This is an optimization exercise on Yosys and OpenROAD, whose aim is small area, not a production implementation. RTL that was checked went through simulation tests only; none was proved equivalent to the original. Power and IR drop assume default switching activity.

Design Packet_Symbol_Width_adapter, start of the top module:
module Packet_Symbol_Width_adapter #(
		parameter INPUT_SYMBOL_WIDTH  = 256,
		parameter OUTPUT_SYMBOL_WIDTH = 32
	) (
		input  wire        clock_clk,
		input  wire        reset_reset,
		output reg  [OUTPUT_SYMBOL_WIDTH-1:0] aso_out0_data,
		input  wire        aso_out0_ready,
		output wire        aso_out0_valid,
		output wire        aso_out0_endofpacket,
		output wire        aso_out0_startofpacket,
		input  wire [INPUT_SYMBOL_WIDTH-1:0] asi_in0_data,
		output wire        asi_in0_ready,
		input  wire        asi_in0_valid,
		input  wire        asi_in0_endofpacket,
		input  wire        asi_in0_startofpacket
	);
    localparam W = OUTPUT_SYMBOL_WIDTH;
    localparam N = INPUT_SYMBOL_WIDTH/OUTPUT_SYMBOL_WIDTH;
    reg  [3:0] phase;
    reg        last;     
    reg        first;    
    wire shift = phase[3];
    wire hold  = ~(phase[3] | (phase[1] & ~phase[0]));
    wire keep  = ~(phase[3] | phase[2]);
    wire ready = ~phase[3] & phase[0];
    wire load  = asi_in0_valid & ready & (~phase[1] | asi_in0_startofpacket);
    assign asi_in0_ready          = ready;
    assign aso_out0_valid         = phase[3] ? |phase[2:0] : ~phase[0];
    assign aso_out0_startofpacket = first & phase[3] & ~phase[2] & ~phase[1] & phase[0];
    assign aso_out0_endofpacket   = last & ~phase[3] & ~phase[0];
    wire [W-1:0] din [0:N-1];
    reg  [W-1:0] w   [0:N-1];
    genvar k;
    generate
  ...
Size: ~760 cells after synthesis, about 290 flip-flops, roughly 300 I/O pins.
export LEC_CHECK = 0
export CAP_MARGIN = 20
export CORE_MARGIN = 2
export CORE_UTILIZATION = 70
export PLACE_DENSITY = 0.8
export SLEW_MARGIN = 20
create_clock -name core_clock -period 4.0 [get_ports {clock_clk}]
standard.sh (not shown) runs the stock make flow with config.mk's settings and CLKGATE_MAP_FILE= SYNTH_SCRIPT=/design/flow/synth_recipe.tcl, a recipe that flattens the netlist after the stock synthesis.
==> flow/flow/run.sh <==
#!/bin/bash
# Standard ORFS layout, with the port buffers made from the smallest buffer
# and a clock tree of small buffers without dummy loads.
set -euo pipefail
bash standard.sh "BUFFER_PORTS_ARGS=-buffer_cell sky130_fd_sc_hd__buf_1" \
  "CTS_ARGS=-sink_clustering_enable -repair_clock_nets -dont_use_dummy_load -buf_list sky130_fd_sc_hd__clkbuf_8 -sink_clustering_size 20 -sink_clustering_max_diameter 50" \
  finish > standard.log 2>&1
The starting point completed with no timing, DRC or antenna violations.
Next try:
==> flow/flow/run.sh (replaced) <==
#!/bin/bash
# Standard ORFS layout, with the port buffers made from the smallest buffer
# and a clock tree of small buffers without dummy loads.
set -euo pipefail
bash standard.sh "BUFFER_PORTS_ARGS=-buffer_cell sky130_fd_sc_hd__buf_1" \
  "CTS_ARGS=-sink_clustering_enable -repair_clock_nets -dont_use_dummy_load -buf_list sky130_fd_sc_hd__clkbuf_4 -sink_clustering_size 11 -sink_clustering_max_diameter 55" \
  finish > standard.log 2>&1
Settings changed: CAP_MARGIN 20 to 0, SLEW_MARGIN 20 to 0.
What happened: Worst setup slack degrades by 0.12 ns; hold slack is worse by 0.13 ns; die area is unchanged; cell count rose by 1.1%; flip-flop and latch count is unchanged; combinational power is about the same.

* * *

Packet_Symbol_Width_adapter, a different RTL version from the one above (not shown whole).
Size: ~640 cells after synthesis, roughly 300 I/O pins, roughly 8900 um2 of cells after synthesis.
export LEC_CHECK = 0
export CAP_MARGIN = 20
export CORE_MARGIN = 2
export CORE_UTILIZATION = 40
export PLACE_DENSITY = 0.6
export SLEW_MARGIN = 20
create_clock -name core_clock -period 4.0 [get_ports {clock_clk}]
==> flow/flow/run.sh <==
#!/bin/bash
# Standard ORFS layout, with the port buffers made from the smallest buffer
# and a clock tree of small buffers without dummy loads.
set -euo pipefail
bash standard.sh "BUFFER_PORTS_ARGS=-buffer_cell sky130_fd_sc_hd__buf_1" \
  "CTS_ARGS=-sink_clustering_enable -repair_clock_nets -dont_use_dummy_load -buf_list sky130_fd_sc_hd__clkbuf_4" \
  finish > standard.log 2>&1
Change:
--- a/flow/flow/run.sh
+++ b/flow/flow/run.sh
@@ -6 +6 @@
-  "CTS_ARGS=-sink_clustering_enable -repair_clock_nets -dont_use_dummy_load -buf_list sky130_fd_sc_hd__clkbuf_4" \
+  "CTS_ARGS=-sink_clustering_enable -repair_clock_nets -dont_use_dummy_load -buf_list sky130_fd_sc_hd__clkbuf_8" \
Outcome: Power is higher by 2.1%. Count of clock-buffer cells in the layout is lower by 28. Cell area is higher by 0.75%. Cell count is lower by 2.3%. Flip-flop and latch count is unchanged.
Change:
--- a/flow/flow/run.sh
+++ b/flow/flow/run.sh
@@ -6 +6 @@
-  "CTS_ARGS=-sink_clustering_enable -repair_clock_nets -dont_use_dummy_load -buf_list sky130_fd_sc_hd__clkbuf_8" \
+  "CTS_ARGS=-sink_clustering_enable -repair_clock_nets -dont_use_dummy_load -buf_list sky130_fd_sc_hd__clkbuf_16" \
Result: Synthesized area is unchanged; critical path depth stays the same; worst setup slack is worse by 4.0 ps; die area is unchanged; worst hold slack loses 11 ps; fmax hardly moves; via count shrinks slightly.
No functional check of the RTL was part of any run of this note.

* * *

try-indigo:
The RTL this note starts from:
==> flow/design.v <==
`timescale 1 ps / 1 ps
module Packet_Symbol_Width_adapter #(
		parameter INPUT_SYMBOL_WIDTH  = 256,
		parameter OUTPUT_SYMBOL_WIDTH = 32
	) (
		input  wire        clock_clk,
		input  wire        reset_reset,
		output reg  [OUTPUT_SYMBOL_WIDTH-1:0] aso_out0_data,
		input  wire        aso_out0_ready,
		output wire        aso_out0_valid,
		output wire        aso_out0_endofpacket,
		output wire        aso_out0_startofpacket,
		input  wire [INPUT_SYMBOL_WIDTH-1:0] asi_in0_data,
		output wire        asi_in0_ready,
		input  wire        asi_in0_valid,
		input  wire        asi_in0_endofpacket,
		input  wire        asi_in0_startofpacket
	);
    localparam W = OUTPUT_SYMBOL_WIDTH;
    localparam N = INPUT_SYMBOL_WIDTH/OUTPUT_SYMBOL_WIDTH;
    localparam [3:0] P_LOAD = 4'b1000, P_LAST = 4'b0000, P_WAIT = 4'b0001, P_IDLE = 4'b0010;
    reg  [3:0] phase;
    reg        hold;     
    reg        last;     
    reg        first;    
    wire shift = phase[3];
    wire keep  = ~phase[3] & ~phase[2];
    wire ready = ~phase[3] & (phase[1] | phase[0]);
    wire load  = asi_in0_valid & ~phase[3] & (phase[0] | (phase[1] & asi_in0_startofpacket));
    assign asi_in0_ready          = ready;
    assign aso_out0_valid         = phase[3] ? |phase[2:0] : ~(phase[1] | phase[0]);
    assign aso_out0_startofpacket = first & phase[3] & ~phase[2] & ~phase[1] & phase[0];
    assign aso_out0_endofpacket   = last & ~phase[3] & ~phase[1] & ~phase[0];
    wire [W-1:0] din [0:N-1];
    reg  [W-1:0] w   [0:N-1];
    genvar k;
    generate
        for (k = 0; k < N; k = k + 1) begin : g_word
            assign din[k] = asi_in0_data[INPUT_SYMBOL_WIDTH-1-k*W -: W];
            if (k == N-1) begin : g_tail
                always @(posedge clock_clk)
                    w[k] <= din[k];
            end else if (k % 2 == 0) begin : g_inv
                always @(posedge clock_clk)
                    w[k] <= ~((din[k] | {W{shift}}) & (w[k+1] | {W{load}}));
            end else begin : g_true
                always @(posedge clock_clk)
                    w[k] <= ~((w[k+1] | {W{load}}) & ~(din[k] & {W{hold}}));
            end
        end
    endgenerate
    always @(posedge clock_clk) begin
        if (ready) begin
            first <= phase[1];
            last  <= phase[0] & asi_in0_endofpacket;
        end
    end
    reg [3:0] phase_nx;
    always @(*) begin
        if (load)
            phase_nx = P_LOAD;
        else if (phase[3])
            phase_nx = phase + 4'd1;
        else if (~phase[1] & ~phase[0])
            phase_nx = last ? P_IDLE : P_WAIT;
        else
            phase_nx = phase;
    end
    always @(posedge clock_clk or posedge reset_reset) begin
        if (reset_reset) begin
            phase         <= P_IDLE;
            hold          <= 1'b1;
            aso_out0_data <= 0;
        end
        else begin
            aso_out0_data <= ~((w[0] | {W{hold}}) & ~(aso_out0_data & {W{keep}}));
            phase <= phase_nx;
            hold  <= ~phase_nx[3];
        end
    end
endmodule
export LEC_CHECK = 0
export CAP_MARGIN = 20
export CORE_MARGIN = 2
export CORE_UTILIZATION = 70
export PLACE_DENSITY = 0.8
export SLEW_MARGIN = 20
create_clock -name core_clock -period 4.0 [get_ports {clock_clk}]
==> flow/flow/run.sh <==
#!/bin/bash
# Standard ORFS layout, with the port buffers made from the smallest buffer
# and a clock tree of small buffers without dummy loads.
set -euo pipefail
bash standard.sh "BUFFER_PORTS_ARGS=-buffer_cell sky130_fd_sc_hd__buf_1" \
  "CTS_ARGS=-sink_clustering_enable -repair_clock_nets -dont_use_dummy_load -buf_list sky130_fd_sc_hd__clkbuf_4 -sink_clustering_size 10 -sink_clustering_max_diameter 50" \
  finish > standard.log 2>&1
## Diff of input files: try-nickel against try-indigo
==> flow/flow/run.sh <==
#!/bin/bash
# Standard ORFS layout, with the port buffers made from the smallest buffer
# and a clock tree of small buffers without dummy loads.
set -euo pipefail
bash standard.sh "BUFFER_PORTS_ARGS=-buffer_cell sky130_fd_sc_hd__buf_1" \
  "CTS_ARGS=-sink_clustering_enable -repair_clock_nets -dont_use_dummy_load -buf_list sky130_fd_sc_hd__clkbuf_4 -sink_clustering_size 12 -sink_clustering_max_diameter 60" \
  finish > standard.log 2>&1
==> comparison <==
As far as switching portion of total power is concerned, try-nickel and try-indigo perform about the same. try-nickel vs. try-indigo: number of search-and-repair iterations in the first detailed-routing pass went up by 1. Reported for try-nickel and try-indigo, proportion of synthesized chip area in sequential cells turned out identical to the last digit. The higher power came out of try-indigo. try-indigo was larger in final cell area than try-nickel. Reported for try-nickel and try-indigo, post-synthesis average cell area turned out identical to the last digit. Looking at number of vias per cell, try-nickel sits about 0.36% above try-indigo. Reported for try-nickel and try-indigo, cell count after synthesis turned out identical to the last digit. Final standard cell utilization of the core: try-nickel < try-indigo. Comparing try-nickel and try-indigo, initial DRC count is higher on try-indigo. [try-nickel] post-route clock period utilization rose 1.6 points relative to try-indigo.
#### Input delta (try-raven over try-nickel)
# try-nickel
export LEC_CHECK = 0
export CAP_MARGIN = 20
export CORE_MARGIN = 2
export CORE_UTILIZATION = 70
export PLACE_DENSITY = 0.8
export SLEW_MARGIN = 20
create_clock -name core_clock -period 4.0 [get_ports {clock_clk}]
# try-raven
export LEC_CHECK = 0
export CAP_MARGIN = 20
export CORE_MARGIN = 2
export CORE_UTILIZATION = 40
export PLACE_DENSITY = 0.6
export SLEW_MARGIN = 20
create_clock -name core_clock -period 4.0 [get_ports {clock_clk}]
==> flow/flow/run.sh <==
#!/bin/bash
# Standard ORFS layout, with the port buffers made from the smallest buffer
# and a clock tree of small buffers without dummy loads.
set -euo pipefail
bash standard.sh "BUFFER_PORTS_ARGS=-buffer_cell sky130_fd_sc_hd__buf_1" \
  "CTS_ARGS=-sink_clustering_enable -repair_clock_nets -dont_use_dummy_load -buf_list sky130_fd_sc_hd__clkbuf_4 -sink_clustering_size 10 -sink_clustering_max_diameter 50" \
  finish > standard.log 2>&1
On number of antenna violations at the first check in global routing, the higher figure sits with try-raven, not try-nickel.
On maximum net fanout on the critical path, the lower figure sits with try-raven, not try-nickel.
Against try-nickel, final-layout worst hold slack in try-raven came out better.
try-raven vs try-nickel on register-to-register slack: try-raven is the higher one.
Between try-raven and try-nickel, the post-layout minimum cycle time is lower for try-raven.
The total via count in the routed design in try-raven was lower than what try-nickel gave.
try-raven vs. try-nickel: number of optimization iterations in the first detailed-route pass went down by 1.
Cell count: try-raven higher than try-nickel
| share of total power in the clock network | higher: try-raven |
### try-raven -> try-zinc
==> flow/flow/run.sh <==
#!/bin/bash
# Standard ORFS layout, with the port buffers made from the smallest buffer
# and a clock tree of small buffers without dummy loads.
set -euo pipefail
bash standard.sh "BUFFER_PORTS_ARGS=-buffer_cell sky130_fd_sc_hd__buf_1" \
  "CTS_ARGS=-sink_clustering_enable -repair_clock_nets -dont_use_dummy_load -buf_list sky130_fd_sc_hd__clkbuf_4 -sink_clustering_size 12 -sink_clustering_max_diameter 60" \
  finish > standard.log 2>&1
--- outcome ---
Reported for try-raven and try-zinc, count of endpoints failing hold in the final timing report turned out identical to the last digit. Per the comparison of try-zinc with try-raven, via count of the first global-routing pass fell 92; number of well taps about even. try-zinc improves on try-raven in total power draw. try-zinc against try-raven: CTS clock-pin slew for the worst setup and hold paths went up 0.02 ns, fraction of power consumed by combinational cells went up 0.3 points, switching part of the total went up 0.28 points. The met3 track utilization from global routing reported for try-zinc is smaller than that of try-raven by 0.61 points.

==> separate check: timing with driven ports <==
Ports are ideal in the flow. The routed layouts listed here were re-timed in OpenROAD.
Step 1: set_driving_cell puts a clkbuf_16 on clock_clk and a buf_2 on each other input, an assumption about the parent block.
Step 2 moves the port delays by t, midway between the first and last clock arrival at a register: inputs arrive t later, outputs are due t later. That takes back most of the time a late clock gives input paths.
a / b / c = no drivers / after step 1 / after step 2; a / b = the first two.
run	t, ns	setup WS [ns]	hold WS [ns]	clock arrival spread, ns	pins driven straight from the clock port
the first run of note 1	0.532	1.037 / 1.000 / 1.519	0.342 / 0.325 / 0.407	0.045 / 0.044	1
the second run of note 1	0.661	0.918 / 0.880 / 1.485	0.213 / 0.195 / 0.394	0.039 / 0.039	1
the first run of note 2	0.642	1.214 / 1.179 / 1.263	0.242 / 0.228 / 0.408	0.077 / 0.078	1
the second run of note 2	0.550	1.319 / 1.279 / 1.275	0.363 / 0.346 / 0.438	0.027 / 0.026	1
the third run of note 2	0.566	1.315 / 1.273 / 1.266	0.352 / 0.333 / 0.434	0.021 / 0.022	1
try-indigo	0.585	1.198 / 1.163 / 1.718	0.219 / 0.205 / 0.384	0.032 / 0.033	1
try-nickel	0.639	1.132 / 1.095 / 1.702	0.170 / 0.154 / 0.378	0.074 / 0.074	1
try-raven	0.621	1.178 / 1.143 / 1.764	0.265 / 0.250 / 0.375	0.037 / 0.037	1
try-zinc	0.699	1.090 / 1.054 / 1.753	0.191 / 0.177 / 0.396	0.053 / 0.053	1
After both steps setup and hold are still met in every run listed. For the third run of note 2, which loses most, drivers alone change the setup slack by -0.042 ns; drivers and shift together by -0.049 ns.
